From an optimization exercise on the open Yosys and OpenROAD flow, aimed at small area and a short achievable clock period; shortcuts taken in it are not production practice. RTL that was checked went through simulation tests only; none was proved equivalent to the original. For run 1, only the layout was checked, not whether the RTL still works.

==> flow/design.v (outline; a module is shown in full before it is edited, if it fits) <==
// module lowp5: 901 lines
// module bq_fa: 4 lines
// module bq_ha: 4 lines
module lowp5(signal_in, signal_out, time_constant, clock_in, reset, enable);
  // ...
==> flow/flow/run.sh <==
#!/bin/bash
set -euo pipefail
MARGIN=$(cat flow/margin.txt 2>/dev/null || echo 5)
bash standard.sh \
  "BUFFER_PORTS_ARGS=-buffer_cell sky130_fd_sc_hd__buf_2" \
  "SETUP_SLACK_MARGIN=$MARGIN" \
  finish > flow_make.log 2>&1
==> flow/flow/margin.txt <==
7
==> flow/standard.sh <==
#!/bin/bash
# synth_recipe.tcl (not shown) runs the flow's synth.tcl, then flattens the netlist and writes it again
# the make line also repeats each setting of config.mk as NAME=value (left out here)
make -C /OpenROAD-flow-scripts/flow DESIGN_CONFIG=/design/flow/config.mk WORK_HOME=/design/flow/orfs CLKGATE_MAP_FILE= SYNTH_SCRIPT=/design/flow/synth_recipe.tcl "${@:-finish}"
==> flow/config.mk <==
export PLATFORM = sky130hd
export DESIGN_NAME = lowp5
export DESIGN_NICKNAME = lowp5
export VERILOG_FILES = /design/flow/design.v
export SDC_FILE = /design/flow/constraint.sdc
export NUM_CORES = 4
export LEC_CHECK = 0
export CAP_MARGIN = 20
export CORE_MARGIN = 2
export CORE_UTILIZATION = 40
export CTS_BUF_LIST = sky130_fd_sc_hd__clkbuf_4 sky130_fd_sc_hd__clkbuf_8
export SLEW_MARGIN = 20
export SYNTH_HIERARCHICAL = 1
==> flow/constraint.sdc <==
create_clock -name core_clock -period 15.0 [get_ports {clock_in}]
set_input_delay 3.0000 -clock core_clock [delete_from_list [all_inputs] [get_ports {clock_in}]]
set_output_delay 3.0000 -clock core_clock [all_outputs]
set_load 0.01 [all_outputs]
==> results.txt, run 1 <==
----------------------------------------------------
[Floorplan]
  Boundary pin count ... 64

[Critical path]
  Setup slack of the worst register-to-register path ... 7.24 ns
  Worst path depth ... 20
  Worst Path Arrival ... 8.00 ns
  Worst Setup SP ... y2n[15]$_DFFE_PP_

[Timing]
  Hold Slack ... 0.5923 ns
  Max Clk Rate ... 128.9 MHz
  Worst slew pin tran ... 1.099 ns

[Final layout]
  Layout Utilization ... 45.46%
  Sequential portion of the cell area ... 16.59%
  Register cell area after layout ... 0.003423 mm²
  Design area ... 0.02063 mm²
  Count of placed standard cells in the final layout, fillers left out ... 2249

[Clock network]
  TritonCTS clock tree ... built

[Global route]
  Overall Global Routing Usage ... 24.20%
  Vias in the first global route ... 13570
  Largest net degree at the start of global routing ... 66

[Synth]
  Number of nets in the synthesized netlist ... 2094
  Yosys top cell by area ... fa_1
  Share of synthesized cell area in and, or, nand and nor gates ... 6.962%
  Multiplexer fraction of the synthesized cell area ... 0.4083%

[Detailed routing]
  WL final ... 54.85 mm
  WL met2 ... 26.10 mm

[Place]
  Instance area at placement ... 0.01940 mm²

[Outcome]
  Result of the run ... timing/DRC/antenna clean

[Worst hold path]
  Hold Crit Class ... reg -> reg

----------------------------------------------------
==> run 2: changes to the inputs <==
--- a/flow/design.v
+++ b/flow/design.v
@@ -4,17 +4,18 @@
 input signed [4:0] time_constant;
 input clock_in;
 input reset;
 output signed [27:0] signal_out;
 reg [27:0] x1, y1, y2n;
 reg [29:0] r;
 assign signal_out = y1;
 wire [27:0] x = signal_in;
-wire [28:0] e = {~y2n[27], ~y2n} - {y1[27], y1};
+wire [27:0] xm = reset ? x : x1;
+wire [28:0] e = {e_s[27], e_s[26], e_s[25], e_s[24], e_s[23], e_s[22], e_s[21], e_s[20], e_s[19], e_s[18], e_s[17], e_s[16], e_s[15], e_s[14], e_s[13], e_s[12], e_s[11], e_s[10], e_s[9], e_s[8], e_s[7], e_s[6], e_s[5], e_s[4], e_s[3], e_s[2], e_s[1], e_s[0], ~e_p[0]};
 wire t1s, t1c;
 bq_ha ut1 (.a(y2n[2]), .b(r[0]), .s(t1s), .co(t1c));
 wire t2s, t2c;
 bq_fa ut2 (.a(y2n[0]), .b(r[1]), .c(~y2n[3]), .s(t2s), .co(t2c));
 wire t3s, t3c;
 bq_ha ut3 (.a(t1c), .b(t2s), .s(t3s), .co(t3c));
 wire t4s, t4c;
 bq_fa ut4 (.a(y2n[4]), .b(y2n[1]), .c(r[2]), .s(t4s), .co(t4c));
@@ -879,22 +880,45 @@
 wire t434s, t434c;
 bq_fa ut434 (.a(y2n[24]), .b(y1[22]), .c(~y1[23]), .s(t434s), .co(t434c));
 wire t435s, t435c;
 bq_fa ut435 (.a(y2n[25]), .b(y1[23]), .c(~y1[24]), .s(t435s), .co(t435c));
 wire t436s, t436c;
 bq_fa ut436 (.a(y2n[26]), .b(y1[24]), .c(~y1[25]), .s(t436s), .co(t436c));
 wire t437s, t437c;
 bq_fa ut437 (.a(y1[26]), .b(y1[25]), .c(~y2n[27]), .s(t437s), .co(t437c));
-wire [59:0] ra = {1'b1, ~y1[27], t436c, t435c, t434c, t433c, t432c, t431c, t430c, t429c, t428c, t427c, t425c, t423c, t420c, t416c, t412c, t407c, t402c, t396c, t390c, t383c, t375c, t366c, t356c, t345c, t332c, t318c, t303c, t288c, t274c, t260c, t246c, t232c, t218c, t204c, t190c, t176c, t162c, t148c, t134c, t121c, t108c, t107s, t85c, t74c, t64c, t54c, t44c, t35c, t27c, t26s, t19s, t12s, x[0], x[1], x[0], y2n[1], ~y2n[0], 1'b0};
-wire [59:0] rb = {1'b0, t437c, t437s, t436s, t435s, t434s, t433s, t432s, t431s, t430s, t429s, t428s, t427s, t425s, t423s, t420s, t416s, t412s, t407s, t402s, t396s, t390s, t383s, t375s, t366s, t356s, t345s, t332s, t318s, t303s, t288s, t274s, t260s, t246s, t232s, t218s, t204s, t190s, t176s, t162s, t148s, t134s, t121s, t108s, t96s, t85s, t74s, t64s, t54s, t44s, t35s, t27s, t20s, t13s, t7s, t3s, t1s, y2n[0], 1'b0, 1'b0};
-wire [59:0] m = ra + rb;
-wire [27:0] ynew = {m[59], m[56:30]};
-wire [27:0] xm = reset ? x : x1;
-wire [29:0] rnext = {x[27], x, 1'b0} + {{2{xm[27]}}, xm};
+wire [56:0] m_pa, m_pb, m_p, m_g;
+assign m_pa = {~y1[27], t436c, t435c, t434c, t433c, t432c, t431c, t430c, t429c, t428c, t427c, t425c, t423c, t420c, t416c, t412c, t407c, t402c, t396c, t390c, t383c, t375c, t366c, t356c, t345c, t332c, t318c, t303c, t288c, t274c, t260c, t246c, t232c, t218c, t204c, t190c, t176c, t162c, t148c, t134c, t121c, t108c, t107s, t85c, t74c, t64c, t54c, t44c, t35c, t27c, t26s, t19s, t12s, x[0], x[1], x[0], y2n[1]};
+assign m_pb = {t437c, t437s, t436s, t435s, t434s, t433s, t432s, t431s, t430s, t429s, t428s, t427s, t425s, t423s, t420s, t416s, t412s, t407s, t402s, t396s, t390s, t383s, t375s, t366s, t356s, t345s, t332s, t318s, t303s, t288s, t274s, t260s, t246s, t232s, t218s, t204s, t190s, t176s, t162s, t148s, t134s, t121s, t108s, t96s, t85s, t74s, t64s, t54s, t44s, t35s, t27s, t20s, t13s, t7s, t3s, t1s, y2n[0]};
+bq_m_x um_x (.a(m_pa), .b(m_pb), .y(m_p));
+bq_m_a um_a (.a(m_pa), .b(m_pb), .y(m_g));
+wire [27:0] m_c;
+bq_m_c um_c (.i({1'b1, m_p[56], m_p[55], m_p[54], m_p[53], m_p[52], m_p[51], m_p[50], m_p[49], m_p[48], m_p[47], m_p[46], m_p[45], m_p[44], m_p[43], m_p[42], m_p[41], m_p[40], m_p[39], m_p[38], m_p[37], m_p[36], m_p[35], m_p[34], m_p[33], m_p[32], m_p[31], m_p[30], m_p[29], m_p[28], m_p[27], m_p[26], m_p[25], m_p[24], m_p[23], m_p[22], m_p[21], m_p[20], m_p[19], m_p[18], m_p[17], m_p[16], m_p[15], m_p[14], m_p[13], m_p[12], m_p[11], m_p[10], m_p[9], m_p[8], m_p[7], m_p[6], m_p[5], m_p[4], m_p[3], m_p[2], m_p[1], m_p[0], ~y2n[0], m_g[56], m_g[55], m_g[54], m_g[53], m_g[52], m_g[51], m_g[50], m_g[49], m_g[48], m_g[47], m_g[46], m_g[45], m_g[44], m_g[43], m_g[42], m_g[41], m_g[40], m_g[39], m_g[38], m_g[37], m_g[36], m_g[35], m_g[34], m_g[33], m_g[32], m_g[31], m_g[30], m_g[29], m_g[28], m_g[27], m_g[26], m_g[25], m_g[24], m_g[23], m_g[22], m_g[21], m_g[20], m_g[19], m_g[18], m_g[17], m_g[16], m_g[15], m_g[14], m_g[13], m_g[12], m_g[11], m_g[10], m_g[9], m_g[8], m_g[7], m_g[6], m_g[5], m_g[4], m_g[3], m_g[2], m_g[1], m_g[0]}), .c(m_c));
+wire [27:0] m_s;
+bq_m_s um_s (.a({1'b1, m_p[54], m_p[53], m_p[52], m_p[51], m_p[50], m_p[49], m_p[48], m_p[47], m_p[46], m_p[45], m_p[44], m_p[43], m_p[42], m_p[41], m_p[40], m_p[39], m_p[38], m_p[37], m_p[36], m_p[35], m_p[34], m_p[33], m_p[32], m_p[31], m_p[30], m_p[29], m_p[28]}), .b({m_c[27], m_c[26], m_c[25], m_c[24], m_c[23], m_c[22], m_c[21], m_c[20], m_c[19], m_c[18], m_c[17], m_c[16], m_c[15], m_c[14], m_c[13], m_c[12], m_c[11], m_c[10], m_c[9], m_c[8], m_c[7], m_c[6], m_c[5], m_c[4], m_c[3], m_c[2], m_c[1], m_c[0]}), .y(m_s));
+wire [28:0] e_pa, e_pb, e_p, e_g;
+assign e_pa = {y1[27], y1[27], y1[26], y1[25], y1[24], y1[23], y1[22], y1[21], y1[20], y1[19], y1[18], y1[17], y1[16], y1[15], y1[14], y1[13], y1[12], y1[11], y1[10], y1[9], y1[8], y1[7], y1[6], y1[5], y1[4], y1[3], y1[2], y1[1], y1[0]};
+assign e_pb = {y2n[27], y2n[27], y2n[26], y2n[25], y2n[24], y2n[23], y2n[22], y2n[21], y2n[20], y2n[19], y2n[18], y2n[17], y2n[16], y2n[15], y2n[14], y2n[13], y2n[12], y2n[11], y2n[10], y2n[9], y2n[8], y2n[7], y2n[6], y2n[5], y2n[4], y2n[3], y2n[2], y2n[1], y2n[0]};
+bq_e_x ue_x (.a(e_pa), .b(e_pb), .y(e_p));
+bq_e_a ue_a (.a(e_pa), .b(e_pb), .y(e_g));
+wire [26:0] e_c;
+bq_e_c ue_c (.i({e_p[28], e_p[27], e_p[26], e_p[25], e_p[24], e_p[23], e_p[22], e_p[21], e_p[20], e_p[19], e_p[18], e_p[17], e_p[16], e_p[15], e_p[14], e_p[13], e_p[12], e_p[11], e_p[10], e_p[9], e_p[8], e_p[7], e_p[6], e_p[5], e_p[4], e_p[3], e_p[2], e_p[1], e_p[0], e_g[28], e_g[27], e_g[26], e_g[25], e_g[24], e_g[23], e_g[22], e_g[21], e_g[20], e_g[19], e_g[18], e_g[17], e_g[16], e_g[15], e_g[14], e_g[13], e_g[12], e_g[11], e_g[10], e_g[9], e_g[8], e_g[7], e_g[6], e_g[5], e_g[4], e_g[3], e_g[2], e_g[1], e_g[0]}), .c(e_c));
+wire [27:0] e_s;
+bq_e_s ue_s (.a({e_p[28], e_p[27], e_p[26], e_p[25], e_p[24], e_p[23], e_p[22], e_p[21], e_p[20], e_p[19], e_p[18], e_p[17], e_p[16], e_p[15], e_p[14], e_p[13], e_p[12], e_p[11], e_p[10], e_p[9], e_p[8], e_p[7], e_p[6], e_p[5], e_p[4], e_p[3], e_p[2], e_p[1]}), .b({e_c[26], e_c[25], e_c[24], e_c[23], e_c[22], e_c[21], e_c[20], e_c[19], e_c[18], e_c[17], e_c[16], e_c[15], e_c[14], e_c[13], e_c[12], e_c[11], e_c[10], e_c[9], e_c[8], e_c[7], e_c[6], e_c[5], e_c[4], e_c[3], e_c[2], e_c[1], e_c[0], e_g[0]}), .y(e_s));
+wire [28:0] r_pa, r_pb, r_p, r_g;
+assign r_pa = {x[27], x[27], x[26], x[25], x[24], x[23], x[22], x[21], x[20], x[19], x[18], x[17], x[16], x[15], x[14], x[13], x[12], x[11], x[10], x[9], x[8], x[7], x[6], x[5], x[4], x[3], x[2], x[1], x[0]};
+assign r_pb = {xm[27], xm[27], xm[27], xm[26], xm[25], xm[24], xm[23], xm[22], xm[21], xm[20], xm[19], xm[18], xm[17], xm[16], xm[15], xm[14], xm[13], xm[12], xm[11], xm[10], xm[9], xm[8], xm[7], xm[6], xm[5], xm[4], xm[3], xm[2], xm[1]};
+bq_r_x ur_x (.a(r_pa), .b(r_pb), .y(r_p));
+bq_r_a ur_a (.a(r_pa), .b(r_pb), .y(r_g));
+wire [26:0] r_c;
+bq_r_c ur_c (.i({r_p[28], r_p[27], r_p[26], r_p[25], r_p[24], r_p[23], r_p[22], r_p[21], r_p[20], r_p[19], r_p[18], r_p[17], r_p[16], r_p[15], r_p[14], r_p[13], r_p[12], r_p[11], r_p[10], r_p[9], r_p[8], r_p[7], r_p[6], r_p[5], r_p[4], r_p[3], r_p[2], r_p[1], r_p[0], xm[0], r_g[28], r_g[27], r_g[26], r_g[25], r_g[24], r_g[23], r_g[22], r_g[21], r_g[20], r_g[19], r_g[18], r_g[17], r_g[16], r_g[15], r_g[14], r_g[13], r_g[12], r_g[11], r_g[10], r_g[9], r_g[8], r_g[7], r_g[6], r_g[5], r_g[4], r_g[3], r_g[2], r_g[1], r_g[0]}), .c(r_c));
+wire [27:0] r_s;
+bq_r_s ur_s (.a({r_p[28], r_p[27], r_p[26], r_p[25], r_p[24], r_p[23], r_p[22], r_p[21], r_p[20], r_p[19], r_p[18], r_p[17], r_p[16], r_p[15], r_p[14], r_p[13], r_p[12], r_p[11], r_p[10], r_p[9], r_p[8], r_p[7], r_p[6], r_p[5], r_p[4], r_p[3], r_p[2], r_p[1]}), .b({r_c[26], r_c[25], r_c[24], r_c[23], r_c[22], r_c[21], r_c[20], r_c[19], r_c[18], r_c[17], r_c[16], r_c[15], r_c[14], r_c[13], r_c[12], r_c[11], r_c[10], r_c[9], r_c[8], r_c[7], r_c[6], r_c[5], r_c[4], r_c[3], r_c[2], r_c[1], r_c[0], r_g[0]}), .y(r_s));
+wire [27:0] ynew = {m_s[27], m_s[26], m_s[25], m_s[24], m_s[23], m_s[22], m_s[21], m_s[20], m_s[19], m_s[18], m_s[17], m_s[16], m_s[15], m_s[14], m_s[13], m_s[12], m_s[11], m_s[10], m_s[9], m_s[8], m_s[7], m_s[6], m_s[5], m_s[4], m_s[3], m_s[2], m_s[1], m_s[0]};
+wire [29:0] rnext = {r_s[27], r_s[26], r_s[25], r_s[24], r_s[23], r_s[22], r_s[21], r_s[20], r_s[19], r_s[18], r_s[17], r_s[16], r_s[15], r_s[14], r_s[13], r_s[12], r_s[11], r_s[10], r_s[9], r_s[8], r_s[7], r_s[6], r_s[5], r_s[4], r_s[3], r_s[2], r_s[1], r_s[0], r_p[0], xm[0]};
 always @(posedge clock_in) begin
   if (reset | enable) r <= rnext;
   if (reset) begin
     x1 <= signal_in; y1 <= signal_in; y2n <= ~signal_in;
   end else if (enable) begin
     x1 <= x; y1 <= ynew; y2n <= ~y1;
   end
 end
@@ -902,8 +926,906 @@
 module bq_fa(input a, input b, input c, output s, output co);
 assign s = a ^ b ^ c;
 assign co = (a & b) | (a & c) | (b & c);
 endmodule
 module bq_ha(input a, input b, output s, output co);
 assign s = a ^ b;
 assign co = a & b;
 endmodule
+module bq_m_x(input [56:0] a, input [56:0] b, output [56:0] y);
+assign y = a ^ b;
+endmodule
+module bq_m_a(input [56:0] a, input [56:0] b, output [56:0] y);
+assign y = a & b;
+endmodule
+module bq_m_c(input [115:0] i, output [27:0] c);
+wire w1 = i[59] & i[0];
+wire w2 = i[1] | w1;
+wire w3 = i[59] & i[58];
+wire w4 = i[61] & i[2];
+wire w5 = i[3] | w4;
+wire w6 = i[61] & i[60];
+wire w7 = i[63] & i[4];
+wire w8 = i[5] | w7;
+wire w9 = i[63] & i[62];
+wire w10 = i[62] & w5;
+wire w11 = i[4] | w10;
+wire w12 = i[62] & w6;
+wire w13 = w9 & w5;
+wire w14 = w8 | w13;
+wire w15 = w9 & w6;
+wire w16 = i[60] & w2;
+wire w17 = i[2] | w16;
+wire w18 = w6 & w2;
+wire w19 = w5 | w18;
+wire w20 = w12 & w2;
+wire w21 = w11 | w20;
+wire w22 = w15 & w2;
+wire w23 = w14 | w22;
+wire w24 = i[65] & i[6];
+wire w25 = i[7] | w24;
+wire w26 = i[65] & i[64];
+wire w27 = i[67] & i[8];
+wire w28 = i[9] | w27;
+wire w29 = i[67] & i[66];
+wire w30 = i[66] & w25;
+wire w31 = i[8] | w30;
+wire w32 = i[66] & w26;
+wire w33 = w29 & w25;
+wire w34 = w28 | w33;
+wire w35 = w29 & w26;
+wire w36 = i[69] & i[10];
+wire w37 = i[11] | w36;
+wire w38 = i[69] & i[68];
+wire w39 = i[70] & w37;
+wire w40 = i[12] | w39;
+wire w41 = i[70] & w38;
+wire w42 = i[68] & w34;
+wire w43 = i[10] | w42;
+wire w44 = i[68] & w35;
+wire w45 = w38 & w34;
+wire w46 = w37 | w45;
+wire w47 = w38 & w35;
+wire w48 = w41 & w34;
+wire w49 = w40 | w48;
+wire w50 = w41 & w35;
+wire w51 = i[64] & w23;
+wire w52 = i[6] | w51;
+wire w53 = w26 & w23;
+wire w54 = w25 | w53;
+wire w55 = w32 & w23;
+wire w56 = w31 | w55;
+wire w57 = w35 & w23;
+wire w58 = w34 | w57;
+wire w59 = w44 & w23;
+wire w60 = w43 | w59;
+wire w61 = w47 & w23;
+wire w62 = w46 | w61;
+wire w63 = w50 & w23;
+wire w64 = w49 | w63;
+wire w65 = i[72] & i[13];
+wire w66 = i[14] | w65;
+wire w67 = i[72] & i[71];
+wire w68 = i[74] & i[15];
+wire w69 = i[16] | w68;
+wire w70 = i[74] & i[73];
+wire w71 = i[73] & w66;
+wire w72 = i[15] | w71;
+wire w73 = i[73] & w67;
+wire w74 = w70 & w66;
+wire w75 = w69 | w74;
+wire w76 = w70 & w67;
+wire w77 = i[76] & i[17];
+wire w78 = i[18] | w77;
+wire w79 = i[76] & i[75];
+wire w80 = i[78] & i[19];
+wire w81 = i[20] | w80;
+wire w82 = i[78] & i[77];
+wire w83 = i[77] & w78;
+wire w84 = i[19] | w83;
+wire w85 = i[77] & w79;
+wire w86 = w82 & w78;
+wire w87 = w81 | w86;
+wire w88 = w82 & w79;
+wire w89 = i[75] & w75;
+wire w90 = i[17] | w89;
+wire w91 = i[75] & w76;
+wire w92 = w79 & w75;
+wire w93 = w78 | w92;
+wire w94 = w79 & w76;
+wire w95 = w85 & w75;
+wire w96 = w84 | w95;
+wire w97 = w85 & w76;
+wire w98 = w88 & w75;
+wire w99 = w87 | w98;
+wire w100 = w88 & w76;
+wire w101 = i[80] & i[21];
+wire w102 = i[22] | w101;
+wire w103 = i[80] & i[79];
+wire w104 = i[82] & i[23];
+wire w105 = i[24] | w104;
+wire w106 = i[82] & i[81];
+wire w107 = i[81] & w102;
+wire w108 = i[23] | w107;
+wire w109 = i[81] & w103;
+wire w110 = w106 & w102;
+wire w111 = w105 | w110;
+wire w112 = w106 & w103;
+wire w113 = i[84] & i[25];
+wire w114 = i[26] | w113;
+wire w115 = i[84] & i[83];
+wire w116 = i[85] & w114;
+wire w117 = i[27] | w116;
+wire w118 = i[85] & w115;
+wire w119 = i[83] & w111;
+wire w120 = i[25] | w119;
+wire w121 = i[83] & w112;
+wire w122 = w115 & w111;
+wire w123 = w114 | w122;
+wire w124 = w115 & w112;
+wire w125 = w118 & w111;
+wire w126 = w117 | w125;
+wire w127 = w118 & w112;
+wire w128 = i[79] & w99;
+wire w129 = i[21] | w128;
+wire w130 = i[79] & w100;
+wire w131 = w103 & w99;
+wire w132 = w102 | w131;
+wire w133 = w103 & w100;
+wire w134 = w109 & w99;
+wire w135 = w108 | w134;
+wire w136 = w109 & w100;
+wire w137 = w112 & w99;
+wire w138 = w111 | w137;
+wire w139 = w112 & w100;
+wire w140 = w121 & w99;
+wire w141 = w120 | w140;
+wire w142 = w121 & w100;
+wire w143 = w124 & w99;
+wire w144 = w123 | w143;
+wire w145 = w124 & w100;
+wire w146 = w127 & w99;
+wire w147 = w126 | w146;
+wire w148 = w127 & w100;
+wire w149 = i[71] & w64;
+wire w150 = i[13] | w149;
+wire w151 = w67 & w64;
+wire w152 = w66 | w151;
+wire w153 = w73 & w64;
+wire w154 = w72 | w153;
+wire w155 = w76 & w64;
+wire w156 = w75 | w155;
+wire w157 = w91 & w64;
+wire w158 = w90 | w157;
+wire w159 = w94 & w64;
+wire w160 = w93 | w159;
+wire w161 = w97 & w64;
+wire w162 = w96 | w161;
+wire w163 = w100 & w64;
+wire w164 = w99 | w163;
+wire w165 = w130 & w64;
+wire w166 = w129 | w165;
+wire w167 = w133 & w64;
+wire w168 = w132 | w167;
+wire w169 = w136 & w64;
+wire w170 = w135 | w169;
+wire w171 = w139 & w64;
+wire w172 = w138 | w171;
+wire w173 = w142 & w64;
+wire w174 = w141 | w173;
+wire w175 = w145 & w64;
+wire w176 = w144 | w175;
+wire w177 = w148 & w64;
+wire w178 = w147 | w177;
+wire w179 = i[87] & i[28];
+wire w180 = i[29] | w179;
+wire w181 = i[87] & i[86];
+wire w182 = i[89] & i[30];
+wire w183 = i[31] | w182;
+wire w184 = i[89] & i[88];
+wire w185 = i[88] & w180;
+wire w186 = i[30] | w185;
+wire w187 = i[88] & w181;
+wire w188 = w184 & w180;
+wire w189 = w183 | w188;
+wire w190 = w184 & w181;
+wire w191 = i[91] & i[32];
+wire w192 = i[33] | w191;
+wire w193 = i[91] & i[90];
+wire w194 = i[93] & i[34];
+wire w195 = i[35] | w194;
+wire w196 = i[93] & i[92];
+wire w197 = i[92] & w192;
+wire w198 = i[34] | w197;
+wire w199 = i[92] & w193;
+wire w200 = w196 & w192;
+wire w201 = w195 | w200;
+wire w202 = w196 & w193;
+wire w203 = i[90] & w189;
+wire w204 = i[32] | w203;
+wire w205 = i[90] & w190;
+wire w206 = w193 & w189;
+wire w207 = w192 | w206;
+wire w208 = w193 & w190;
+wire w209 = w199 & w189;
+wire w210 = w198 | w209;
+wire w211 = w199 & w190;
+wire w212 = w202 & w189;
+wire w213 = w201 | w212;
+wire w214 = w202 & w190;
+wire w215 = i[95] & i[36];
+wire w216 = i[37] | w215;
+wire w217 = i[95] & i[94];
+wire w218 = i[97] & i[38];
+wire w219 = i[39] | w218;
+wire w220 = i[97] & i[96];
+wire w221 = i[96] & w216;
+wire w222 = i[38] | w221;
+wire w223 = i[96] & w217;
+wire w224 = w220 & w216;
+wire w225 = w219 | w224;
+wire w226 = w220 & w217;
+wire w227 = i[99] & i[40];
+wire w228 = i[41] | w227;
+wire w229 = i[99] & i[98];
+wire w230 = i[100] & w228;
+wire w231 = i[42] | w230;
+wire w232 = i[100] & w229;
+wire w233 = i[98] & w225;
+wire w234 = i[40] | w233;
+wire w235 = i[98] & w226;
+wire w236 = w229 & w225;
+wire w237 = w228 | w236;
+wire w238 = w229 & w226;
+wire w239 = w232 & w225;
+wire w240 = w231 | w239;
+wire w241 = w232 & w226;
+wire w242 = i[94] & w213;
+wire w243 = i[36] | w242;
+wire w244 = i[94] & w214;
+wire w245 = w217 & w213;
+wire w246 = w216 | w245;
+wire w247 = w217 & w214;
+wire w248 = w223 & w213;
+wire w249 = w222 | w248;
+wire w250 = w223 & w214;
+wire w251 = w226 & w213;
+wire w252 = w225 | w251;
+wire w253 = w226 & w214;
+wire w254 = w235 & w213;
+wire w255 = w234 | w254;
+wire w256 = w235 & w214;
+wire w257 = w238 & w213;
+wire w258 = w237 | w257;
+wire w259 = w238 & w214;
+wire w260 = w241 & w213;
+wire w261 = w240 | w260;
+wire w262 = w241 & w214;
+wire w263 = i[102] & i[43];
+wire w264 = i[44] | w263;
+wire w265 = i[102] & i[101];
+wire w266 = i[104] & i[45];
+wire w267 = i[46] | w266;
+wire w268 = i[104] & i[103];
+wire w269 = i[103] & w264;
+wire w270 = i[45] | w269;
+wire w271 = i[103] & w265;
+wire w272 = w268 & w264;
+wire w273 = w267 | w272;
+wire w274 = w268 & w265;
+wire w275 = i[106] & i[47];
+wire w276 = i[48] | w275;
+wire w277 = i[106] & i[105];
+wire w278 = i[108] & i[49];
+wire w279 = i[50] | w278;
+wire w280 = i[108] & i[107];
+wire w281 = i[107] & w276;
+wire w282 = i[49] | w281;
+wire w283 = i[107] & w277;
+wire w284 = w280 & w276;
+wire w285 = w279 | w284;
+wire w286 = w280 & w277;
+wire w287 = i[105] & w273;
+wire w288 = i[47] | w287;
+wire w289 = i[105] & w274;
+wire w290 = w277 & w273;
+wire w291 = w276 | w290;
+wire w292 = w277 & w274;
+wire w293 = w283 & w273;
+wire w294 = w282 | w293;
+wire w295 = w283 & w274;
+wire w296 = w286 & w273;
+wire w297 = w285 | w296;
+wire w298 = w286 & w274;
+wire w299 = i[110] & i[51];
+wire w300 = i[52] | w299;
+wire w301 = i[110] & i[109];
+wire w302 = i[112] & i[53];
+wire w303 = i[54] | w302;
+wire w304 = i[112] & i[111];
+wire w305 = i[111] & w300;
+wire w306 = i[53] | w305;
+wire w307 = i[111] & w301;
+wire w308 = w304 & w300;
+wire w309 = w303 | w308;
+wire w310 = w304 & w301;
+wire w311 = i[114] & i[55];
+wire w312 = i[56] | w311;
+wire w313 = i[114] & i[113];
+wire w314 = i[115] & w312;
+wire w315 = i[115] & w313;
+wire w316 = i[113] & w309;
+wire w317 = i[55] | w316;
+wire w318 = i[113] & w310;
+wire w319 = w313 & w309;
+wire w320 = w312 | w319;
+wire w321 = w313 & w310;
+wire w322 = w315 & w309;
+wire w323 = w314 | w322;
+wire w324 = w315 & w310;
+wire w325 = i[109] & w297;
+wire w326 = i[51] | w325;
+wire w327 = i[109] & w298;
+wire w328 = w301 & w297;
+wire w329 = w300 | w328;
+wire w330 = w301 & w298;
+wire w331 = w307 & w297;
+wire w332 = w306 | w331;
+wire w333 = w307 & w298;
+wire w334 = w310 & w297;
+wire w335 = w309 | w334;
+wire w336 = w310 & w298;
+wire w337 = w318 & w297;
+wire w338 = w317 | w337;
+wire w339 = w318 & w298;
+wire w340 = w321 & w297;
+wire w341 = w320 | w340;
+wire w342 = w321 & w298;
+wire w343 = w324 & w297;
+wire w344 = w323 | w343;
+wire w345 = w324 & w298;
+wire w346 = i[101] & w261;
+wire w347 = i[43] | w346;
+wire w348 = i[101] & w262;
+wire w349 = w265 & w261;
+wire w350 = w264 | w349;
+wire w351 = w265 & w262;
+wire w352 = w271 & w261;
+wire w353 = w270 | w352;
+wire w354 = w271 & w262;
+wire w355 = w274 & w261;
+wire w356 = w273 | w355;
+wire w357 = w274 & w262;
+wire w358 = w289 & w261;
+wire w359 = w288 | w358;
+wire w360 = w289 & w262;
+wire w361 = w292 & w261;
+wire w362 = w291 | w361;
+wire w363 = w292 & w262;
+wire w364 = w295 & w261;
+wire w365 = w294 | w364;
+wire w366 = w295 & w262;
+wire w367 = w298 & w261;
+wire w368 = w297 | w367;
+wire w369 = w298 & w262;
+wire w370 = w327 & w261;
+wire w371 = w326 | w370;
+wire w372 = w327 & w262;
+wire w373 = w330 & w261;
+wire w374 = w329 | w373;
+wire w375 = w330 & w262;
+wire w376 = w333 & w261;
+wire w377 = w332 | w376;
+wire w378 = w333 & w262;
+wire w379 = w336 & w261;
+wire w380 = w335 | w379;
+wire w381 = w336 & w262;
+wire w382 = w339 & w261;
+wire w383 = w338 | w382;
+wire w384 = w339 & w262;
+wire w385 = w342 & w261;
+wire w386 = w341 | w385;
+wire w387 = w342 & w262;
+wire w388 = w345 & w261;
+wire w389 = w344 | w388;
+wire w390 = w345 & w262;
+wire w391 = i[86] & w178;
+wire w392 = i[28] | w391;
+wire w393 = w181 & w178;
+wire w394 = w180 | w393;
+wire w395 = w187 & w178;
+wire w396 = w186 | w395;
+wire w397 = w190 & w178;
+wire w398 = w189 | w397;
+wire w399 = w205 & w178;
+wire w400 = w204 | w399;
+wire w401 = w208 & w178;
+wire w402 = w207 | w401;
+wire w403 = w211 & w178;
+wire w404 = w210 | w403;
+wire w405 = w214 & w178;
+wire w406 = w213 | w405;
+wire w407 = w244 & w178;
+wire w408 = w243 | w407;
+wire w409 = w247 & w178;
+wire w410 = w246 | w409;
+wire w411 = w250 & w178;
+wire w412 = w249 | w411;
+wire w413 = w253 & w178;
+wire w414 = w252 | w413;
+wire w415 = w256 & w178;
+wire w416 = w255 | w415;
+wire w417 = w259 & w178;
+wire w418 = w258 | w417;
+wire w419 = w262 & w178;
+wire w420 = w261 | w419;
+wire w421 = w348 & w178;
+wire w422 = w347 | w421;
+wire w423 = w351 & w178;
+wire w424 = w350 | w423;
+wire w425 = w354 & w178;
+wire w426 = w353 | w425;
+wire w427 = w357 & w178;
+wire w428 = w356 | w427;
+wire w429 = w360 & w178;
+wire w430 = w359 | w429;
+wire w431 = w363 & w178;
+wire w432 = w362 | w431;
+wire w433 = w366 & w178;
+wire w434 = w365 | w433;
+wire w435 = w369 & w178;
+wire w436 = w368 | w435;
+wire w437 = w372 & w178;
+wire w438 = w371 | w437;
+wire w439 = w375 & w178;
+wire w440 = w374 | w439;
+wire w441 = w378 & w178;
+wire w442 = w377 | w441;
+wire w443 = w381 & w178;
+wire w444 = w380 | w443;
+wire w445 = w384 & w178;
+wire w446 = w383 | w445;
+wire w447 = w387 & w178;
+wire w448 = w386 | w447;
+wire w449 = w390 & w178;
+wire w450 = w389 | w449;
+assign c = {w448, w442, w440, w438, w436, w434, w432, w430, w428, w426, w424, w422, w420, w418, w416, w414, w412, w410, w408, w406, w404, w402, w400, w398, w396, w394, w392, w178};
+endmodule
+module bq_m_s(input [27:0] a, input [27:0] b, output [27:0] y);
+assign y = (a ^ b);
+endmodule
+module bq_e_x(input [28:0] a, input [28:0] b, output [28:0] y);
+assign y = a ^ b;
+endmodule
+module bq_e_a(input [28:0] a, input [28:0] b, output [28:0] y);
+assign y = a & b;
+endmodule
+module bq_e_c(input [57:0] i, output [26:0] c);
+wire w1 = i[30] & i[0];
+wire w2 = i[1] | w1;
+wire w3 = i[30] & i[29];
+wire w4 = i[32] & i[2];
+wire w5 = i[3] | w4;
+wire w6 = i[32] & i[31];
+wire w7 = i[31] & w2;
+wire w8 = i[2] | w7;
+wire w9 = i[31] & w3;
+wire w10 = w6 & w2;
+wire w11 = w5 | w10;
+wire w12 = w6 & w3;
+wire w13 = i[34] & i[4];
+wire w14 = i[5] | w13;
+wire w15 = i[34] & i[33];
+wire w16 = i[36] & i[6];
+wire w17 = i[7] | w16;
+wire w18 = i[36] & i[35];
+wire w19 = i[35] & w14;
+wire w20 = i[6] | w19;
+wire w21 = i[35] & w15;
+wire w22 = w18 & w14;
+wire w23 = w17 | w22;
+wire w24 = w18 & w15;
+wire w25 = i[33] & w11;
+wire w26 = i[4] | w25;
+wire w27 = i[33] & w12;
+wire w28 = w15 & w11;
+wire w29 = w14 | w28;
+wire w30 = w15 & w12;
+wire w31 = w21 & w11;
+wire w32 = w20 | w31;
+wire w33 = w21 & w12;
+wire w34 = w24 & w11;
+wire w35 = w23 | w34;
+wire w36 = w24 & w12;
+wire w37 = i[38] & i[8];
+wire w38 = i[9] | w37;
+wire w39 = i[38] & i[37];
+wire w40 = i[40] & i[10];
+wire w41 = i[11] | w40;
+wire w42 = i[40] & i[39];
+wire w43 = i[39] & w38;
+wire w44 = i[10] | w43;
+wire w45 = i[39] & w39;
+wire w46 = w42 & w38;
+wire w47 = w41 | w46;
+wire w48 = w42 & w39;
+wire w49 = i[42] & i[12];
+wire w50 = i[13] | w49;
+wire w51 = i[42] & i[41];
+wire w52 = i[43] & w50;
+wire w53 = i[14] | w52;
+wire w54 = i[43] & w51;
+wire w55 = i[41] & w47;
+wire w56 = i[12] | w55;
+wire w57 = i[41] & w48;
+wire w58 = w51 & w47;
+wire w59 = w50 | w58;
+wire w60 = w51 & w48;
+wire w61 = w54 & w47;
+wire w62 = w53 | w61;
+wire w63 = w54 & w48;
+wire w64 = i[37] & w35;
+wire w65 = i[8] | w64;
+wire w66 = i[37] & w36;
+wire w67 = w39 & w35;
+wire w68 = w38 | w67;
+wire w69 = w39 & w36;
+wire w70 = w45 & w35;
+wire w71 = w44 | w70;
+wire w72 = w45 & w36;
+wire w73 = w48 & w35;
+wire w74 = w47 | w73;
+wire w75 = w48 & w36;
+wire w76 = w57 & w35;
+wire w77 = w56 | w76;
+wire w78 = w57 & w36;
+wire w79 = w60 & w35;
+wire w80 = w59 | w79;
+wire w81 = w60 & w36;
+wire w82 = w63 & w35;
+wire w83 = w62 | w82;
+wire w84 = w63 & w36;
+wire w85 = i[45] & i[15];
+wire w86 = i[16] | w85;
+wire w87 = i[45] & i[44];
+wire w88 = i[47] & i[17];
+wire w89 = i[18] | w88;
+wire w90 = i[47] & i[46];
+wire w91 = i[46] & w86;
+wire w92 = i[17] | w91;
+wire w93 = i[46] & w87;
+wire w94 = w90 & w86;
+wire w95 = w89 | w94;
+wire w96 = w90 & w87;
+wire w97 = i[49] & i[19];
+wire w98 = i[20] | w97;
+wire w99 = i[49] & i[48];
+wire w100 = i[50] & w98;
+wire w101 = i[21] | w100;
+wire w102 = i[50] & w99;
+wire w103 = i[48] & w95;
+wire w104 = i[19] | w103;
+wire w105 = i[48] & w96;
+wire w106 = w99 & w95;
+wire w107 = w98 | w106;
+wire w108 = w99 & w96;
+wire w109 = w102 & w95;
+wire w110 = w101 | w109;
+wire w111 = w102 & w96;
+wire w112 = i[52] & i[22];
+wire w113 = i[23] | w112;
+wire w114 = i[52] & i[51];
+wire w115 = i[54] & i[24];
+wire w116 = i[25] | w115;
+wire w117 = i[54] & i[53];
+wire w118 = i[53] & w113;
+wire w119 = i[24] | w118;
+wire w120 = i[53] & w114;
+wire w121 = w117 & w113;
+wire w122 = w116 | w121;
+wire w123 = w117 & w114;
+wire w124 = i[56] & i[26];
+wire w125 = i[27] | w124;
+wire w126 = i[56] & i[55];
+wire w127 = i[57] & w125;
+wire w128 = i[28] | w127;
+wire w129 = i[57] & w126;
+wire w130 = i[55] & w122;
+wire w131 = i[26] | w130;
+wire w132 = i[55] & w123;
+wire w133 = w126 & w122;
+wire w134 = w125 | w133;
+wire w135 = w126 & w123;
+wire w136 = w129 & w122;
+wire w137 = w128 | w136;
+wire w138 = w129 & w123;
+wire w139 = i[51] & w110;
+wire w140 = i[22] | w139;
+wire w141 = i[51] & w111;
+wire w142 = w114 & w110;
+wire w143 = w113 | w142;
+wire w144 = w114 & w111;
+wire w145 = w120 & w110;
+wire w146 = w119 | w145;
+wire w147 = w120 & w111;
+wire w148 = w123 & w110;
+wire w149 = w122 | w148;
+wire w150 = w123 & w111;
+wire w151 = w132 & w110;
+wire w152 = w131 | w151;
+wire w153 = w132 & w111;
+wire w154 = w135 & w110;
+wire w155 = w134 | w154;
+wire w156 = w135 & w111;
+wire w157 = w138 & w110;
+wire w158 = w137 | w157;
+wire w159 = w138 & w111;
+wire w160 = i[44] & w83;
+wire w161 = i[15] | w160;
+wire w162 = i[44] & w84;
+wire w163 = w87 & w83;
+wire w164 = w86 | w163;
+wire w165 = w87 & w84;
+wire w166 = w93 & w83;
+wire w167 = w92 | w166;
+wire w168 = w93 & w84;
+wire w169 = w96 & w83;
+wire w170 = w95 | w169;
+wire w171 = w96 & w84;
+wire w172 = w105 & w83;
+wire w173 = w104 | w172;
+wire w174 = w105 & w84;
+wire w175 = w108 & w83;
+wire w176 = w107 | w175;
+wire w177 = w108 & w84;
+wire w178 = w111 & w83;
+wire w179 = w110 | w178;
+wire w180 = w111 & w84;
+wire w181 = w141 & w83;
+wire w182 = w140 | w181;
+wire w183 = w141 & w84;
+wire w184 = w144 & w83;
+wire w185 = w143 | w184;
+wire w186 = w144 & w84;
+wire w187 = w147 & w83;
+wire w188 = w146 | w187;
+wire w189 = w147 & w84;
+wire w190 = w150 & w83;
+wire w191 = w149 | w190;
+wire w192 = w150 & w84;
+wire w193 = w153 & w83;
+wire w194 = w152 | w193;
+wire w195 = w153 & w84;
+wire w196 = w156 & w83;
+wire w197 = w155 | w196;
+wire w198 = w156 & w84;
+wire w199 = w159 & w83;
+wire w200 = w158 | w199;
+wire w201 = w159 & w84;
+assign c = {w197, w194, w191, w188, w185, w182, w179, w176, w173, w170, w167, w164, w161, w83, w80, w77, w74, w71, w68, w65, w35, w32, w29, w26, w11, w8, w2};
+endmodule
+module bq_e_s(input [27:0] a, input [27:0] b, output [27:0] y);
+assign y = ~(a ^ b);
+endmodule
+module bq_r_x(input [28:0] a, input [28:0] b, output [28:0] y);
+assign y = a ^ b;
+endmodule
+module bq_r_a(input [28:0] a, input [28:0] b, output [28:0] y);
+assign y = a & b;
+endmodule
+module bq_r_c(input [58:0] i, output [26:0] c);
+wire w1 = i[30] & i[29];
+wire w2 = i[32] & i[1];
+wire w3 = i[2] | w2;
+wire w4 = i[32] & i[31];
+wire w5 = i[31] & i[0];
+wire w6 = i[1] | w5;
+wire w7 = i[31] & w1;
+wire w8 = w4 & i[0];
+wire w9 = w3 | w8;
+wire w10 = w4 & w1;
+wire w11 = i[34] & i[3];
+wire w12 = i[4] | w11;
+wire w13 = i[34] & i[33];
+wire w14 = i[36] & i[5];
+wire w15 = i[6] | w14;
+wire w16 = i[36] & i[35];
+wire w17 = i[35] & w12;
+wire w18 = i[5] | w17;
+wire w19 = i[35] & w13;
+wire w20 = w16 & w12;
+wire w21 = w15 | w20;
+wire w22 = w16 & w13;
+wire w23 = i[33] & w9;
+wire w24 = i[3] | w23;
+wire w25 = i[33] & w10;
+wire w26 = w13 & w9;
+wire w27 = w12 | w26;
+wire w28 = w13 & w10;
+wire w29 = w19 & w9;
+wire w30 = w18 | w29;
+wire w31 = w19 & w10;
+wire w32 = w22 & w9;
+wire w33 = w21 | w32;
+wire w34 = w22 & w10;
+wire w35 = i[38] & i[7];
+wire w36 = i[8] | w35;
+wire w37 = i[38] & i[37];
+wire w38 = i[40] & i[9];
+wire w39 = i[10] | w38;
+wire w40 = i[40] & i[39];
+wire w41 = i[39] & w36;
+wire w42 = i[9] | w41;
+wire w43 = i[39] & w37;
+wire w44 = w40 & w36;
+wire w45 = w39 | w44;
+wire w46 = w40 & w37;
+wire w47 = i[42] & i[11];
+wire w48 = i[12] | w47;
+wire w49 = i[42] & i[41];
+wire w50 = i[43] & w48;
+wire w51 = i[13] | w50;
+wire w52 = i[43] & w49;
+wire w53 = i[41] & w45;
+wire w54 = i[11] | w53;
+wire w55 = i[41] & w46;
+wire w56 = w49 & w45;
+wire w57 = w48 | w56;
+wire w58 = w49 & w46;
+wire w59 = w52 & w45;
+wire w60 = w51 | w59;
+wire w61 = w52 & w46;
+wire w62 = i[37] & w33;
+wire w63 = i[7] | w62;
+wire w64 = i[37] & w34;
+wire w65 = w37 & w33;
+wire w66 = w36 | w65;
+wire w67 = w37 & w34;
+wire w68 = w43 & w33;
+wire w69 = w42 | w68;
+wire w70 = w43 & w34;
+wire w71 = w46 & w33;
+wire w72 = w45 | w71;
+wire w73 = w46 & w34;
+wire w74 = w55 & w33;
+wire w75 = w54 | w74;
+wire w76 = w55 & w34;
+wire w77 = w58 & w33;
+wire w78 = w57 | w77;
+wire w79 = w58 & w34;
+wire w80 = w61 & w33;
+wire w81 = w60 | w80;
+wire w82 = w61 & w34;
+wire w83 = i[45] & i[14];
+wire w84 = i[15] | w83;
+wire w85 = i[45] & i[44];
+wire w86 = i[47] & i[16];
+wire w87 = i[17] | w86;
+wire w88 = i[47] & i[46];
+wire w89 = i[46] & w84;
+wire w90 = i[16] | w89;
+wire w91 = i[46] & w85;
+wire w92 = w88 & w84;
+wire w93 = w87 | w92;
+wire w94 = w88 & w85;
+wire w95 = i[49] & i[18];
+wire w96 = i[19] | w95;
+wire w97 = i[49] & i[48];
+wire w98 = i[51] & i[20];
+wire w99 = i[21] | w98;
+wire w100 = i[51] & i[50];
+wire w101 = i[50] & w96;
+wire w102 = i[20] | w101;
+wire w103 = i[50] & w97;
+wire w104 = w100 & w96;
+wire w105 = w99 | w104;
+wire w106 = w100 & w97;
+wire w107 = i[48] & w93;
+wire w108 = i[18] | w107;
+wire w109 = i[48] & w94;
+wire w110 = w97 & w93;
+wire w111 = w96 | w110;
+wire w112 = w97 & w94;
+wire w113 = w103 & w93;
+wire w114 = w102 | w113;
+wire w115 = w103 & w94;
+wire w116 = w106 & w93;
+wire w117 = w105 | w116;
+wire w118 = w106 & w94;
+wire w119 = i[53] & i[22];
+wire w120 = i[23] | w119;
+wire w121 = i[53] & i[52];
+wire w122 = i[55] & i[24];
+wire w123 = i[25] | w122;
+wire w124 = i[55] & i[54];
+wire w125 = i[54] & w120;
+wire w126 = i[24] | w125;
+wire w127 = i[54] & w121;
+wire w128 = w124 & w120;
+wire w129 = w123 | w128;
+wire w130 = w124 & w121;
+wire w131 = i[57] & i[26];
+wire w132 = i[27] | w131;
+wire w133 = i[57] & i[56];
+wire w134 = i[58] & w132;
+wire w135 = i[28] | w134;
+wire w136 = i[58] & w133;
+wire w137 = i[56] & w129;
+wire w138 = i[26] | w137;
+wire w139 = i[56] & w130;
+wire w140 = w133 & w129;
+wire w141 = w132 | w140;
+wire w142 = w133 & w130;
+wire w143 = w136 & w129;
+wire w144 = w135 | w143;
+wire w145 = w136 & w130;
+wire w146 = i[52] & w117;
+wire w147 = i[22] | w146;
+wire w148 = i[52] & w118;
+wire w149 = w121 & w117;
+wire w150 = w120 | w149;
+wire w151 = w121 & w118;
+wire w152 = w127 & w117;
+wire w153 = w126 | w152;
+wire w154 = w127 & w118;
+wire w155 = w130 & w117;
+wire w156 = w129 | w155;
+wire w157 = w130 & w118;
+wire w158 = w139 & w117;
+wire w159 = w138 | w158;
+wire w160 = w139 & w118;
+wire w161 = w142 & w117;
+wire w162 = w141 | w161;
+wire w163 = w142 & w118;
+wire w164 = w145 & w117;
+wire w165 = w144 | w164;
+wire w166 = w145 & w118;
+wire w167 = i[44] & w81;
+wire w168 = i[14] | w167;
+wire w169 = i[44] & w82;
+wire w170 = w85 & w81;
+wire w171 = w84 | w170;
+wire w172 = w85 & w82;
+wire w173 = w91 & w81;
+wire w174 = w90 | w173;
+wire w175 = w91 & w82;
+wire w176 = w94 & w81;
+wire w177 = w93 | w176;
+wire w178 = w94 & w82;
+wire w179 = w109 & w81;
+wire w180 = w108 | w179;
+wire w181 = w109 & w82;
+wire w182 = w112 & w81;
+wire w183 = w111 | w182;
+wire w184 = w112 & w82;
+wire w185 = w115 & w81;
+wire w186 = w114 | w185;
+wire w187 = w115 & w82;
+wire w188 = w118 & w81;
+wire w189 = w117 | w188;
+wire w190 = w118 & w82;
+wire w191 = w148 & w81;
+wire w192 = w147 | w191;
+wire w193 = w148 & w82;
+wire w194 = w151 & w81;
+wire w195 = w150 | w194;
+wire w196 = w151 & w82;
+wire w197 = w154 & w81;
+wire w198 = w153 | w197;
+wire w199 = w154 & w82;
+wire w200 = w157 & w81;
+wire w201 = w156 | w200;
+wire w202 = w157 & w82;
+wire w203 = w160 & w81;
+wire w204 = w159 | w203;
+wire w205 = w160 & w82;
+wire w206 = w163 & w81;
+wire w207 = w162 | w206;
+wire w208 = w163 & w82;
+wire w209 = w166 & w81;
+wire w210 = w165 | w209;
+wire w211 = w166 & w82;
+assign c = {w207, w204, w201, w198, w195, w192, w189, w186, w183, w180, w177, w174, w171, w168, w81, w78, w75, w72, w69, w66, w63, w33, w30, w27, w24, w9, w6};
+endmodule
+module bq_r_s(input [27:0] a, input [27:0] b, output [27:0] y);
+assign y = (a ^ b);
+endmodule
==> flow/config.mk (replaced) <==
export PLATFORM = sky130hd
export DESIGN_NAME = lowp5
export DESIGN_NICKNAME = lowp5
export VERILOG_FILES = /design/flow/design.v
export SDC_FILE = /design/flow/constraint.sdc
export NUM_CORES = 4
export LEC_CHECK = 0
export CAP_MARGIN = 20
export CORE_MARGIN = 2
export CORE_UTILIZATION = 40
export SLEW_MARGIN = 20
export SYNTH_HIERARCHICAL = 1
==> run 2 against run 1 <==
  * Non-clock buffer count grew 41
  * Clock skew shrank 0.012 ns
  * Maximum frequency grew 0.41%
  * Critical path type unchanged
  * Global-route usage shrank 3.8 points
  * Via count shrank 15%
  * Still clean on timing, DRC and antenna
  * Wire length shrank 17%
==> results.txt, run 2 <==
----------------------------------------------------
[Outcome]
  Result of the run ... timing/DRC/antenna clean (unchanged)

[Timing]
  Number of endpoints failing setup at the final stage ... 0 (unchanged)
  Clock tree skew after final layout ... 0.01134 ns (was 0.02291 ns)
  Clock period minus worst slack ... 7.729 ns (was 7.761 ns)
  Worst slew pin tran ... 1.081 ns (was 1.099 ns)
  Tcrit/Tclk final ... 51.53% (was 51.74%)
  Normalized max-slew margin ... 27.40% (was 26.18%)
  Final Max Slew Viols ... 0 (unchanged)
  Fin. Hold Viols ... 0 (unchanged)
  Setup tns final ... 0 ns (unchanged)
  Max Clk Rate ... 129.4 MHz (was 128.9 MHz)
  Unrepaired setup endpoints after global routing ... no (unchanged)

[Critical path]
  Crit path max-delay family ... adder cells (unchanged)
  Logic depth of the worst register-to-register path ... 21 (was 20)
  Count of buffer and inverter cells on the critical path ... 1 (unchanged)
  Worst Path Arrival ... 7.94 ns (was 8.00 ns)
  Worst Path Class, Setup ... reg -> reg (unchanged)
  Cell breakdown of the critical path ... buf_4 -> fa_1 -> fa_1 -> fa_1 -> fa_1 -> fa_1 -> fa_1 -> fa_1 -> fa_1 -> fa_1 -> xor2_1 -> a21oi_1 -> o21ai_1 -> a221oi_2 -> a31oi_1 -> a2111o_1 -> a21bo_1 -> a21o_1 -> a31o_1 -> xor2_1 -> mux2_2 (was fa_1 -> fa_1 -> fa_1 -> fa_1 -> fa_1 -> fa_1 -> fa_1 -> fa_1 -> fa_1 -> ha_1 -> nand2_1 -> nor4_2 -> nand4_1 -> nor4b_2 -> nor3_4 -> o31ai_4 -> buf_4 -> a31o_2 -> nor2b_1 -> o41ai_2)
  Maximum net fanout on the critical path ... 5 (was 6)
  Worst path depth ... 21 (was 20)
  Worst stage delay on the critical path ... 0.53 ns (was 0.60 ns)
  Cell mode on critical path ... fa_1 (unchanged)
  Worst EP required ... 15.21 ns (was 15.24 ns)
  Setup crit start kind ... flip-flop (unchanged)
  Master of the slowest instance on the critical path ... fa_1 (was edfxtp_1)
  Nature of the critical path endpoint ... flip-flop (unchanged)

[Global route]
  Number of antenna violations at the first check in global routing ... 0 (unchanged)
  Overall Global Routing Usage ... 20.36% (was 24.20%)
  Vias in the first global route ... 11600 (was 13570)
  Global-route wire length before repair ... 70.30 mm (was 83.32 mm)
  Largest net degree at the start of global routing ... 66 (unchanged)
  Aggregate global routing overflow ... 0 (unchanged)

[Synth]
  Number of nets in the synthesized netlist ... 1836 (was 2094)
  Number of warnings reported in the yosys synthesis log ... 7 (unchanged)
  Mean instance size in the synthesized netlist ... 13.34 µm² (was 12.20 µm²)
  Post-Syn Instances ... 1363 (was 1507)
  Synthesized area ... 0.01818 mm² (was 0.01839 mm²)

[Clock network]
  Number of clock sinks ... 114 (unchanged)
  Cts bufs inserted ... 17 (unchanged)
  Clock insertion delay at the later pin of the skew report ... 0.46 ns (was 0.51 ns)
  Hold-fix buffers at CTS ... 0 (unchanged)
  Max Root-Sink Buffers ... 2 (unchanged)
  Clock root buffer ... clkbuf_16 (was clkbuf_8)
  Maximum level of the CTS H-tree ... 4 (unchanged)
  Clock slew at reported path FFs ... 0.06 ns (was 0.09 ns)
  TritonCTS clock tree ... built (unchanged)

[Detailed routing]
  Total via count after detailed routing ... 10850 (was 12820)
  First-pass iteration count of the detailed router ... 5 (unchanged)
  Iteration-0 DRC count of the detailed router ... 590 (was 919)
  Number of design rule violations left after detail routing ... 0 (unchanged)
  Number of vias per cell after detailed routing ... 5.222 (was 5.700)
  Number of nets still failing antenna checks after routing ... 0 (unchanged)
  Average routed wire per standard cell ... 21.95 µm (was 24.39 µm)
  WL final ... 45.59 mm (was 54.85 mm)

[Floorplan]
  Core ar. ... 0.04509 mm² (was 0.04538 mm²)
  Boundary pin count ... 64 (unchanged)
  Chip Height ... 217.2 µm (was 218.4 µm)
  Die outline area ... 0.04717 mm² (was 0.04770 mm²)
  Number of cell rows ... 78 (unchanged)
  Chip Width ... 217.2 µm (was 218.4 µm)
  Initial Utilization ... 40.32% (was 40.52%)

[Final layout]
  Layout cell share with drive strength beyond 1 ... 21.33% (was 13.65%)
  Leading cell types in the layout, fill and taps excluded ... fa_1 (423), xor2_1 (163), buf_4 (114), edfxtp_1 (114), and2_1 (113) (was fa_1 (426), ha_1 (122), edfxtp_1 (114))
  Diodes inserted ... 0 (was 1)
  Final Net Count ... 1938 (was 2222)
  Max reg flops ... 30 (unchanged)
  Commonest non-fill, non-tap cell in the layout ... fa_1 (unchanged)
  Design area ... 0.02036 mm² (was 0.02063 mm²)
  Register containing the most flip-flops in the final layout ... r (unchanged)
  Area overhead of the layout relative to synthesis ... 12.01% (was 12.22%)

[Worst hold path]
  Worst hold stages ... 1 (was 2)
  Hold Crit Class ... reg -> reg (unchanged)

[Place]
  Buffers added on ports ... 58 (unchanged)
  Placed wire-length estimate after detailed placement ... 36.09 mm (was 46.05 mm)
  Instance area at placement ... 0.01860 mm² (was 0.01940 mm²)
  Routability congestion estimate ... 0.8741 (was 0.9615)

[Job]
  Maximum Capacitance Violations ... 0 (unchanged)

----------------------------------------------------
[run 2: cell types whose count changed in the layout (fill, tap and decap cells not counted), sizes merged, moves of 48 or more]
| cell | change |
|---|---|
| ha | -112 |
| o21ai | -72 |
| nand2 | -50 |
| a21oi | -48 |
| and2 | +108 |
| xor2 | +150 |
| inv | -71 |
| mux2 | +52 |
[run 2: metal layers]
metal / wire length [µm] / track usage (%)
met4: 881 / 6.233
met3: 2119 / 3.494
met2: 22470 / 33.28
met5: 0 / 0
met1: 20130 / 27.87
[run 2: cell type report]
cell class	instances	area, µm²
multi-input cells	1119	14180
inverters	38	142.6
clock inverters	12	212.7
flip-flops and latches	114	3423
clock buffers	19	432.9
well taps	600	750.7
repair buffers	175	1221
fillers	4134	24720
[run 2: per-stage QoR]
step | instances | hold slack (ns) | util [%] | setup WS (ns)
finish | 2077 | 0.5556 | 45.17 | 7.271
global route | 2077 | 0.5591 | 45.17 | 6.960
CTS | 1996 | 0.5541 | 43.27 | 6.996
detailed placement | 1938 | 0.5381 | 41.25 | 6.598
global placement | 1937 | 0.5380 | 41.23 | 6.674
floorplan | 1363 | 0.5248 | - | 7.490
[run 2: path summary, 6_finish.rpt]
kind	start	end	slack, ns
hold reg to reg	x1[0]$_DFFE_PP_	r[0]$_DFFE_PP_	0.56
hold / removal	x1[0]$_DFFE_PP_	r[0]$_DFFE_PP_	0.56
setup reg to reg	y2n[16]$_DFFE_PP_	y1[7]$_DFFE_PP_	7.27
setup / recovery	y2n[16]$_DFFE_PP_	y1[7]$_DFFE_PP_	7.27
[run 2: timing repair]
item,CTS,global route
setup endpoints to repair,14,21
buffers inserted,27,81
pin swaps,0,4
resized for setup,8,22
==> run 3: changes to the inputs <==
--- a/flow/config.mk
+++ b/flow/config.mk
@@ -8,5 +8,6 @@
 export CAP_MARGIN = 20
 export CORE_MARGIN = 2
-export CORE_UTILIZATION = 40
+export CORE_UTILIZATION = 60
+export CTS_BUF_LIST = sky130_fd_sc_hd__clkbuf_4 sky130_fd_sc_hd__clkbuf_8
 export SLEW_MARGIN = 20
 export SYNTH_HIERARCHICAL = 1
==> run 3 against run 2 <==
  * Largest cell class unchanged
  * Synthesized cell count unchanged
  * Critical path depth up 1
  * Non-clock buffer count down 40
  * Critical endpoint is now y1[22]$_DFFE_PP_
  * Maximum frequency down 0.71%
  * Hold slack worse by 0.0042 ns
  * Global-route usage up 9.6 points
  * Register-to-register slack worse by 0.06 ns
  * Sequential share of layout area up 0.74 points
  * First-iteration DRC count up 0.17%
  * Via count down 2.1%
==> results.txt, run 3 <==
----------------------------------------------------
[Timing]
  Final Max Slew Viols ... 0 (unchanged)
  Max Clk Rate ... 128.5 MHz (was 129.4 MHz)
  Unrepaired setup endpoints after global routing ... yes (was no)
  Setup tns final ... 0 ns (unchanged)
  Clock tree skew after final layout ... 0.01770 ns (was 0.01134 ns)
  Normalized max-slew margin ... 27.29% (was 27.40%)
  Worst setup slack after layout ... 7.215 ns (was 7.271 ns)
  Number of endpoints failing setup at the final stage ... 0 (unchanged)
  Fin. Hold Viols ... 0 (unchanged)
  Clock period minus worst slack ... 7.785 ns (was 7.729 ns)
  Tcrit/Tclk final ... 51.90% (was 51.53%)
  Worst slew pin tran ... 1.083 ns (was 1.081 ns)

[Synth]
  Mean instance size in the synthesized netlist ... 13.34 µm² (unchanged)
  Synthesized area ... 0.01818 mm² (unchanged)
  Number of nets in the synthesized netlist ... 1836 (unchanged)
  Number of warnings reported in the yosys synthesis log ... 7 (unchanged)
  Post-Syn Instances ... 1363 (unchanged)

[Clock network]
  Max Root-Sink Buffers ... 2 (unchanged)
  Cts bufs inserted ... 17 (unchanged)
  Clock insertion delay at the later pin of the skew report ... 0.52 ns (was 0.46 ns)
  TritonCTS clock tree ... built (unchanged)
  Clock slew at reported path FFs ... 0.07 ns (was 0.06 ns)
  Hold-fix buffers at CTS ... 0 (unchanged)
  Maximum level of the CTS H-tree ... 4 (unchanged)
  Clock root buffer ... clkbuf_8 (was clkbuf_16)
  Number of clock sinks ... 114 (unchanged)

[Critical path]
  Worst Path Arrival ... 8.04 ns (was 7.94 ns)
  Setup crit start kind ... flip-flop (unchanged)
  Worst stage delay on the critical path ... 0.57 ns (was 0.53 ns)
  Worst EP required ... 15.26 ns (was 15.21 ns)
  Master of the slowest instance on the critical path ... fa_1 (unchanged)
  Crit path max-delay family ... adder cells (unchanged)
  Cell breakdown of the critical path ... buf_4 -> fa_1 -> fa_1 -> fa_1 -> fa_1 -> fa_1 -> fa_1 -> fa_1 -> fa_1 -> fa_1 -> xor2_1 -> nand4_1 -> buf_4 -> nor4_4 -> a21boi_2 -> o21ai_2 -> a2bb2oi_4 -> buf_4 -> o31ai_2 -> a21o_1 -> xor2_1 -> mux2_2 (was buf_4 -> fa_1 -> fa_1 -> fa_1 -> fa_1 -> fa_1 -> fa_1 -> fa_1 -> fa_1 -> fa_1 -> xor2_1 -> a21oi_1 -> o21ai_1 -> a221oi_2 -> a31oi_1 -> a2111o_1 -> a21bo_1 -> a21o_1 -> a31o_1 -> xor2_1 -> mux2_2)
  Nature of the critical path endpoint ... flip-flop (unchanged)
  Maximum net fanout on the critical path ... 3 (was 5)
  Cell mode on critical path ... fa_1 (unchanged)
  Worst Path Class, Setup ... reg -> reg (unchanged)
  Count of buffer and inverter cells on the critical path ... 3 (was 1)

[Place]
  Dpl ws ... 6.603 ns (was 6.598 ns)
  Routability congestion estimate ... 0.8810 (was 0.8741)
  Buffers added on ports ... 58 (unchanged)
  Placed wire-length estimate after detailed placement ... 34.44 mm (was 36.09 mm)
  Placed instance count ... 1723 (was 1938)

[Global route]
  Vias in the first global route ... 11500 (was 11600)
  Aggregate global routing overflow ... 0 (unchanged)
  Largest net degree at the start of global routing ... 61 (was 66)
  Number of antenna violations at the first check in global routing ... 0 (unchanged)
  Global-route wire length before repair ... 67.14 mm (was 70.30 mm)
  Overall Global Routing Usage ... 29.92% (was 20.36%)

[Floorplan]
  Chip Height ... 178.1 µm (was 217.2 µm)
  Boundary pin count ... 64 (unchanged)
  Initial Utilization ... 61.18% (was 40.32%)
  Chip Width ... 178.1 µm (was 217.2 µm)
  Core ar. ... 0.02972 mm² (was 0.04509 mm²)
  Die outline area ... 0.03171 mm² (was 0.04717 mm²)
  Number of cell rows ... 63 (was 78)

[Final layout]
  Layout cell share with drive strength beyond 1 ... 19.33% (was 21.33%)
  Commonest non-fill, non-tap cell in the layout ... fa_1 (unchanged)
  Diodes inserted ... 0 (unchanged)
  Leading cell types in the layout, fill and taps excluded ... fa_1 (423), xor2_1 (165), edfxtp_1 (114) (was fa_1 (423), xor2_1 (163), buf_4 (114), edfxtp_1 (114), and2_1 (113))
  Area overhead of the layout relative to synthesis ... 7.302% (was 12.01%)
  Final Net Count ... 1898 (was 1938)
  Register containing the most flip-flops in the final layout ... r (unchanged)
  Max reg flops ... 30 (unchanged)
  Count of placed standard cells in the final layout, fillers left out ... 1828 (was 2077)

[Outcome]
  Result of the run ... timing/DRC/antenna clean (unchanged)

[Job]
  Maximum Capacitance Violations ... 0 (unchanged)

[Detailed routing]
  Number of design rule violations left after detail routing ... 0 (unchanged)
  First-pass iteration count of the detailed router ... 5 (unchanged)
  Number of nets still failing antenna checks after routing ... 0 (unchanged)
  Total via count after detailed routing ... 10620 (was 10850)
  Iteration-0 DRC count of the detailed router ... 591 (was 590)
  WL final ... 43.57 mm (was 45.59 mm)
  Number of vias per cell after detailed routing ... 5.811 (was 5.222)
  Average routed wire per standard cell ... 23.83 µm (was 21.95 µm)

[Worst hold path]
  Hold Crit Class ... reg -> reg (unchanged)

----------------------------------------------------
-- run 3: per-stage QoR --
step                      cell area, µm²  hold WS [ns]  util, %
final                              19510        0.5515    65.65
after global routing               19510        0.5688    65.65
after CTS                          19070        0.5551    64.16
after detailed placement           18310        0.5377    61.60
after global placement             18300        0.5310    61.58
after floorplan                    18180        0.5248        -
-- run 3: final timing paths --
kind / startpoint / to / slack (ns) / cells after the start
min: x1[0]$_DFFE_PP_ / r[0]$_DFFE_PP_ / 0.55 / 1
max: y2n[18]$_DFFE_PP_ / y1[22]$_DFFE_PP_ / 7.22 / 22
min reg2reg: x1[0]$_DFFE_PP_ / r[0]$_DFFE_PP_ / 0.55 / 1
max reg2reg: y2n[18]$_DFFE_PP_ / y1[22]$_DFFE_PP_ / 7.22 / 22
-- run 3: routing by layer --
| layer | track usage, % | share of wire, % | up-vias | wire (µm) |
|---|---|---|---|---|
| li1 | - | - | 4632 | - |
| met1 | 40.24 | 42 | 5638 | 18380 |
| met2 | 48.27 | 49 | 279 | 21360 |
| met3 | 7.204 | 5.9 | 73 | 2576 |
| met4 | 10.14 | 2.9 | 0 | 1260 |
| met5 | 0 | 0 | - | 0 |
-- run 3: cell type report --
class,instances,area (µm²)
multi-input cells,1119,14150
fillers,2255,10210
flip-flops and latches,114,3423
repair buffers,135,883.3
well taps,390,488.0
clock buffers,17,234.0
clock inverters,15,185.2
inverters,38,142.6
-- run 3: what timing repair did --
| action | in CTS | in global routing |
|---|---|---|
| setup endpoints to repair | 15 | 19 |
| buffers inserted | 32 | 41 |
| resized for setup | 13 | 15 |
| pin swaps | 0 | 4 |
| endpoints found under the hold margin | 0 | 0 |

-- afterwards: timing with drivers on the ports --
How much do the figures lean on ideal ports? The routed layouts below were timed once more, with nothing changed but the port constraints.
Step 1 sets driving cells, clkbuf_16 on the clock port and buf_2 on the other inputs (assumed; they add their load-dependent delay and slew).
Step 2 adds t to the input delays and takes it off the output delays; t is the mean of the earliest and latest rising clock arrival at the registers after step 1. Input paths then give back, and output paths get back, about the clock's delay inside the block.
Slacks: no drivers / after step 1 / after step 2; pairs: no drivers / after step 1.
run	shift t [ns]	setup WS [ns]	worst hold slack (ns)	worst slew at a driven data input, ns
run 1	0.551	7.239 / 7.239 / 7.074	0.592 / 0.592 / 0.592	0.05
run 2	0.511	7.271 / 7.271 / 6.956	0.556 / 0.556 / 0.556	0.04
run 3	0.555	7.215 / 7.215 / 6.972	0.551 / 0.551 / 0.551	0.03
After both steps every run listed still meets setup and hold. The setup slack of run 2, which loses most, moves by 0.000 ns with the drivers and by -0.315 ns with both steps.
